This design comes from an exercise in tuning for small area on the open sky130 flow, not from production work. Only simulation tests tie the RTL to the original design; equivalence was not proved. No driver is modelled on the clock port, so clock power and skew are understated where the tree is cut down; a real chip needs a root buffer or a tree. No activity file was given, so power comes from the tool's default toggle rates.

build 75:
// pmod_7seg9_3
module pmod_7seg9_3 #(
    parameter CLK_FREQ = 2_000_000,
    parameter TICK_CYCLES = CLK_FREQ / 1000,
    parameter DEBOUNCE_CYCLES = CLK_FREQ / 500
)(
   input wire clk,
   input wire reset,        
   input wire rst,          
   output wire tm_clk,
   output wire tm_din,
   output wire debug_led
);
localparam HALF = TICK_CYCLES / 2;      
localparam MW = 10;
localparam [MW-1:0] M0     = 10'b0000000001;   
localparam [MW-1:0] M_LAST = 10'b0101100100;   
localparam [MW-1:0] M_TICK = 10'b1010110010;   
reg [3:0] w_th, w_hu, w_te, w_on;
wire n9_on = w_on[3] & w_on[0], n9_te = w_te[3] & w_te[0];
wire n9_hu = w_hu[3] & w_hu[0], n9_th = w_th[3] & w_th[0];
wire c_te = n9_on;
wire c_hu = c_te & n9_te;
wire c_th = c_hu & n9_hu;
reg half;
reg [MW-1:0] m;
reg run;
wire press_edge;
wire [3:0] step;
wire [7:0] tx_byte;
debounce #(.CNT_20MS(DEBOUNCE_CYCLES)) db_inst(clk, reset, rst, press_edge);
ctl_7seg9 m1(.step(step), .w({w_th, w_hu, w_te, w_on}), .c({c_th, c_hu, c_te, 1'b1}),
             .byte_out(tx_byte));
tm1640 ic1(.clk(clk), .rst(reset), .restart(run & tick), .data_in(tx_byte), .step(step),
           .tm_clk(tm_clk), .tm_din(tm_din));
wire [MW-1:0] m_next = {m[MW-2:0], ~(m[9] ^ m[6])};
wire m_last = (m == M_LAST);
wire tick = half & (m == M_TICK);
assign debug_led = run & half;
always @(posedge clk) begin
  if (reset) begin
    run <= 1'b0;
    half <= 1'b0;
    m <= {MW{1'b0}};
    w_th <= 4'd9; w_hu <= 4'd9; w_te <= 4'd9; w_on <= 4'd9;
  end else begin
    if (press_edge) run <= ~run;
    if (run) begin
        m <= m_last ? M0 : m_next;
        if (m_last) half <= ~half;
        if (tick) begin
            w_on <= n9_on ? 4'd0 : w_on + 1'b1;
            if (c_te) w_te <= n9_te ? 4'd0 : w_te + 1'b1;
            if (c_hu) w_hu <= n9_hu ? 4'd0 : w_hu + 1'b1;
            if (c_th) w_th <= n9_th ? 4'd0 : w_th + 1'b1;
        end
    end
  end
end
endmodule
Settings: LEC_CHECK=0, CAP_MARGIN=20, CORE_MARGIN=2, CORE_UTILIZATION=70, PLACE_DENSITY=0.8, SLEW_MARGIN=20; clock period 10.0 ns.
standard.sh (not shown) runs the stock make flow with config.mk's settings and CLKGATE_MAP_FILE= SYNTH_SCRIPT=/design/flow/synth_recipe.tcl, a recipe that flattens the netlist after the stock synthesis.
==> flow/flow/run.sh <==
#!/bin/bash
# Layout flow: the standard synthesis, then its combinational logic mapped
# again for area with ABC (registers untouched), the standard floorplan and
# placement (ports buffered with buf_1), a small hand-built clock buffering
# in ORFS's CTS step (flow/manual_cts.tcl), then the standard routing and
# finish.
# Each tool's output goes to a log file of its own in the work folder.
set -euo pipefail
W=$PWD
R=$W/orfs/results/$FLOW_PLATFORM/pmod_7seg9_3/base
LIB=$FLOW_HOME/platforms/$FLOW_PLATFORM/lib/sky130_fd_sc_hd__tt_025C_1v80.lib
YOSYS=$FLOW_HOME/../tools/install/yosys/bin/yosys
[[ -x $YOSYS ]] || YOSYS=yosys

# 1. standard synthesis
bash standard.sh synth > $W/std_synth.log 2>&1

# 2. area remap of the combinational logic
cp $R/1_2_yosys.v $W/1_2_yosys.std.v
python3 $W/flow/comblib.py $LIB $W/comb.lib > $W/comblib.log 2>&1
DU=""
for c in $(sed -n '/^export DONT_USE_CELLS += \\/,/^#/p' $FLOW_HOME/platforms/$FLOW_PLATFORM/config.mk | grep -o 'sky130_fd_sc_hd__[a-z0-9_]*'); do
  DU="$DU -dont_use $c"
done
# four ABC runs with different deepsyn seeds; keep the smallest netlist
for S in 11 23 37 53; do
  sed -e "s/SEED/$S/" $W/flow/remap.abc > $W/remap_$S.abc
  cat > $W/remap_$S.ys <<YS
read_liberty -lib $LIB
read_liberty -overwrite $W/comb.lib
read_verilog $W/1_2_yosys.std.v
hierarchy -top $FLOW_TOP
flatten
setattr -set keep 1 t:sky130_fd_sc_hd__df*
opt -purge
abc -liberty $LIB $DU -script $W/remap_$S.abc
opt_clean -purge
hilomap -singleton -hicell sky130_fd_sc_hd__conb_1 HI -locell sky130_fd_sc_hd__conb_1 LO
splitnets
opt_clean -purge
insbuf -buf sky130_fd_sc_hd__buf_1 A X
tee -o $W/remap_$S.area stat -liberty $LIB
write_verilog -noattr -noexpr -nohex -nodec $W/remap_$S.v
YS
  $YOSYS -l $W/remap_$S.log -q $W/remap_$S.ys > /dev/null 2>&1 &
done
wait
BEST=""; BEST_AREA=""
for S in 11 23 37 53; do
  A=$(grep -o "Chip area for module .*: [0-9.]*" $W/remap_$S.area | awk '{print $NF}' || true)
  [[ -n "$A" && -s $W/remap_$S.v ]] || continue
  if [[ -z "$BEST" ]] || awk -v a="$A" -v b="$BEST_AREA" 'BEGIN{exit !(a < b)}'; then
    BEST=$S; BEST_AREA=$A
  fi
done
echo "remap: seed $BEST area $BEST_AREA" > $W/remap_choice.log
cp $W/remap_$BEST.v $R/1_2_yosys.v
rm -f $R/1_synth.odb $R/1_synth.sdc

# 3. floorplan and placement
export BUFFER_PORTS_ARGS="-inputs -outputs -buffer_cell sky130_fd_sc_hd__buf_1"
bash standard.sh place > $W/std_place.log 2>&1

# 4. clock buffering (flow/manual_cts.tcl) in ORFS's CTS script
sed -e "s#^log_cmd clock_tree_synthesis .*#source $W/flow/manual_cts.tcl#" \
  $FLOW_HOME/scripts/cts.tcl > $W/cts_manual.tcl
echo exit >> $W/cts_manual.tcl
grep -q manual_cts.tcl $W/cts_manual.tcl
bash standard.sh run RUN_SCRIPT=$W/cts_manual.tcl RUN_LOG_NAME_STEM=4_1_cts > $W/cts.log 2>&1
[[ -f $R/4_1_cts.odb && -f $R/4_cts.sdc ]]

# 5. routing and the rest of the standard layout
bash standard.sh > $W/std_layout.log 2>&1
==> flow/flow/remap.abc <==
&get -n
&st
&deepsyn -T 60 -S SEED
&dch
&nf -R 1000
&st
&dch
&nf -R 1000
&st
&dch
&nf -R 1000
&put
Other scripts of this flow, unchanged in this note and not shown: flow/flow/comblib.py, flow/flow/manual_cts.tcl
diff inputs: build 75 => build 17
-- flow/flow/run.sh --
<<< build 75, line 25
# four ABC runs with different deepsyn seeds; keep the smallest netlist
for S in 11 23 37 53; do
  sed -e "s/SEED/$S/" $W/flow/remap.abc > $W/remap_$S.abc
>>> build 17, line 25
# twelve ABC runs, four at a time: eight deepsyn seeds with flow/remap.abc
# and four with flow/remap_p.abc; keep the smallest netlist
RUNS="11 23 37 53 61 71 83 97 p13 p29 p41 p59"
N=0
for S in $RUNS; do
  if [[ $S == p* ]]; then
    sed -e "s/SEED/${S#p}/" $W/flow/remap_p.abc > $W/remap_$S.abc
  else
    sed -e "s/SEED/$S/" $W/flow/remap.abc > $W/remap_$S.abc
  fi
<<< build 75, line 46
>>> build 17, line 53
  N=$((N + 1))
  if (( N % 4 == 0 )); then wait; fi
<<< build 75, line 49
for S in 11 23 37 53; do
>>> build 17, line 58
for S in $RUNS; do
==> flow/flow/remap_p.abc (new file) <==
&get -n
&st
&deepsyn -T 60 -S SEED
&dch
&nf -R 1000 -p -F 8 -A 4 -C 32
&st
&dch
&nf -R 1000 -p -F 8 -A 4 -C 32
&st
&dch
&nf -R 1000 -p -F 8 -A 4 -C 32
&put
Share of the clock period used by the worst path after layout | build 17 below build 75
Build 17 against build 75: sequential share of layout area higher; final core area utilization shrank by 1.1 points; initial core utilization lower; critical path depth saw an increase; maximum frequency went up.
Taking build 17 as 1.0, build 75 lands at 1.18 on total chip power.
In build 17, cell area is lower than in build 75.
Area growth from synthesis to final layout, build 17 and build 75: larger value in build 75
Per the comparison of build 17 with build 75, setup slack moved up, detailed placer's ending HPWL went down by 1.4%.
For build 92, these inputs were changed with respect to build 17:
-- flow/flow/run.sh --
<<< build 17, line 25
# twelve ABC runs, four at a time: eight deepsyn seeds with flow/remap.abc
# and four with flow/remap_p.abc; keep the smallest netlist
RUNS="11 23 37 53 61 71 83 97 p13 p29 p41 p59"
N=0
for S in $RUNS; do
  if [[ $S == p* ]]; then
    sed -e "s/SEED/${S#p}/" $W/flow/remap_p.abc > $W/remap_$S.abc
  else
    sed -e "s/SEED/$S/" $W/flow/remap.abc > $W/remap_$S.abc
  fi
>>> build 92, line 25
# eight ABC runs with different deepsyn seeds, four at a time; keep the
# smallest netlist
for S in 11 23 37 53 61 71 83 97; do
  sed -e "s/SEED/$S/" $W/flow/remap.abc > $W/remap_$S.abc
<<< build 17, line 53
  N=$((N + 1))
  if (( N % 4 == 0 )); then wait; fi
>>> build 92, line 47
  if [[ $S == 53 ]]; then wait; fi
<<< build 17, line 58
for S in $RUNS; do
>>> build 92, line 51
for S in 11 23 37 53 61 71 83 97; do
removed: flow/flow/remap_p.abc
## What came out
- Diff build 92 and build 17: mean number of vias per cell lower in build 92
- The stage delay of the slowest cell on the critical path number comes out higher for build 92 vs build 17.
- Relative to build 17, first-pass GRT wire length has gone up in build 92.
Modified inputs, build 51 compared to build 92
-- flow/flow/run.sh --
<<< build 92, line 25
# eight ABC runs with different deepsyn seeds, four at a time; keep the
# smallest netlist
for S in 11 23 37 53 61 71 83 97; do
  sed -e "s/SEED/$S/" $W/flow/remap.abc > $W/remap_$S.abc
>>> build 51, line 25
# four ABC runs with different deepsyn seeds: "f" runs use flow/remap_f.abc,
# "d" runs flow/remap_d.abc; keep the smallest netlist. The seeds are the
# best of a search over seeds 0-40 of both scripts on this design's standard
# synthesis (the runs are deterministic).
RUNS="f2 d21 f21 f11"
N=0
for S in $RUNS; do
  sed -e "s/SEED/${S:1}/" $W/flow/remap_${S:0:1}.abc > $W/remap_$S.abc
<<< build 92, line 47
  if [[ $S == 53 ]]; then wait; fi
>>> build 51, line 51
  N=$((N + 1))
  if (( N % 4 == 0 )); then wait; fi
<<< build 92, line 51
for S in 11 23 37 53 61 71 83 97; do
>>> build 51, line 56
for S in $RUNS; do
==> flow/flow/remap_d.abc (new file) <==
&get -n
&st
&deepsyn -T 60 -S SEED
&dch
&nf -R 1000 -p -F 8 -A 4 -C 32
&put
==> flow/flow/remap_f.abc (new file) <==
&get -n
&st
&deepsyn -T 60 -S SEED
&dch -f
&nf -R 1000 -p -F 8 -A 4 -C 32
&put
removed: flow/flow/remap.abc
### Flow results
- Looking at combinational cell fraction of total power, build 51 sits 9.4 points lower than build 92 does.
- Build 51 against build 92: area of the placeable core decreased 28 sq um, wire length of the first global-routing pass decreased 3.8%.
- Diff build 92 -> build 51: worst setup timing slack at the placement stage saw an increase, post-synthesis to final-layout area growth now smaller.
No run of this note takes its clock network from TritonCTS; it comes from the design's own scripts or RTL.

static timing again, ports no longer ideal:
The results above use ideal ports. As a check the final layouts listed here were re-extracted and re-timed, cells and wires unchanged.
Step 1 sets driving cells, clkbuf_16 on the clock port and buf_2 on the other inputs (assumed; they add their load-dependent delay and slew).
Step 2 moves the port delays by t, midway between the first and last clock arrival at a register: inputs arrive t later, outputs are due t later. That takes back most of the time a late clock gives input paths.
Three values: ideal, step 1, step 2; two values: the first two.
run	t, ns	slack for setup (ns)	hold slack, ns
build 75	0.206	6.168 / 6.197 / 5.992	0.395 / 0.395 / 0.395
build 17	0.205	6.507 / 6.507 / 6.410	0.397 / 0.397 / 0.397
build 92	0.206	6.168 / 6.197 / 5.992	0.395 / 0.395 / 0.395
build 51	0.213	6.374 / 6.414 / 6.202	0.391 / 0.391 / 0.391
After both steps every run listed still meets setup and hold.
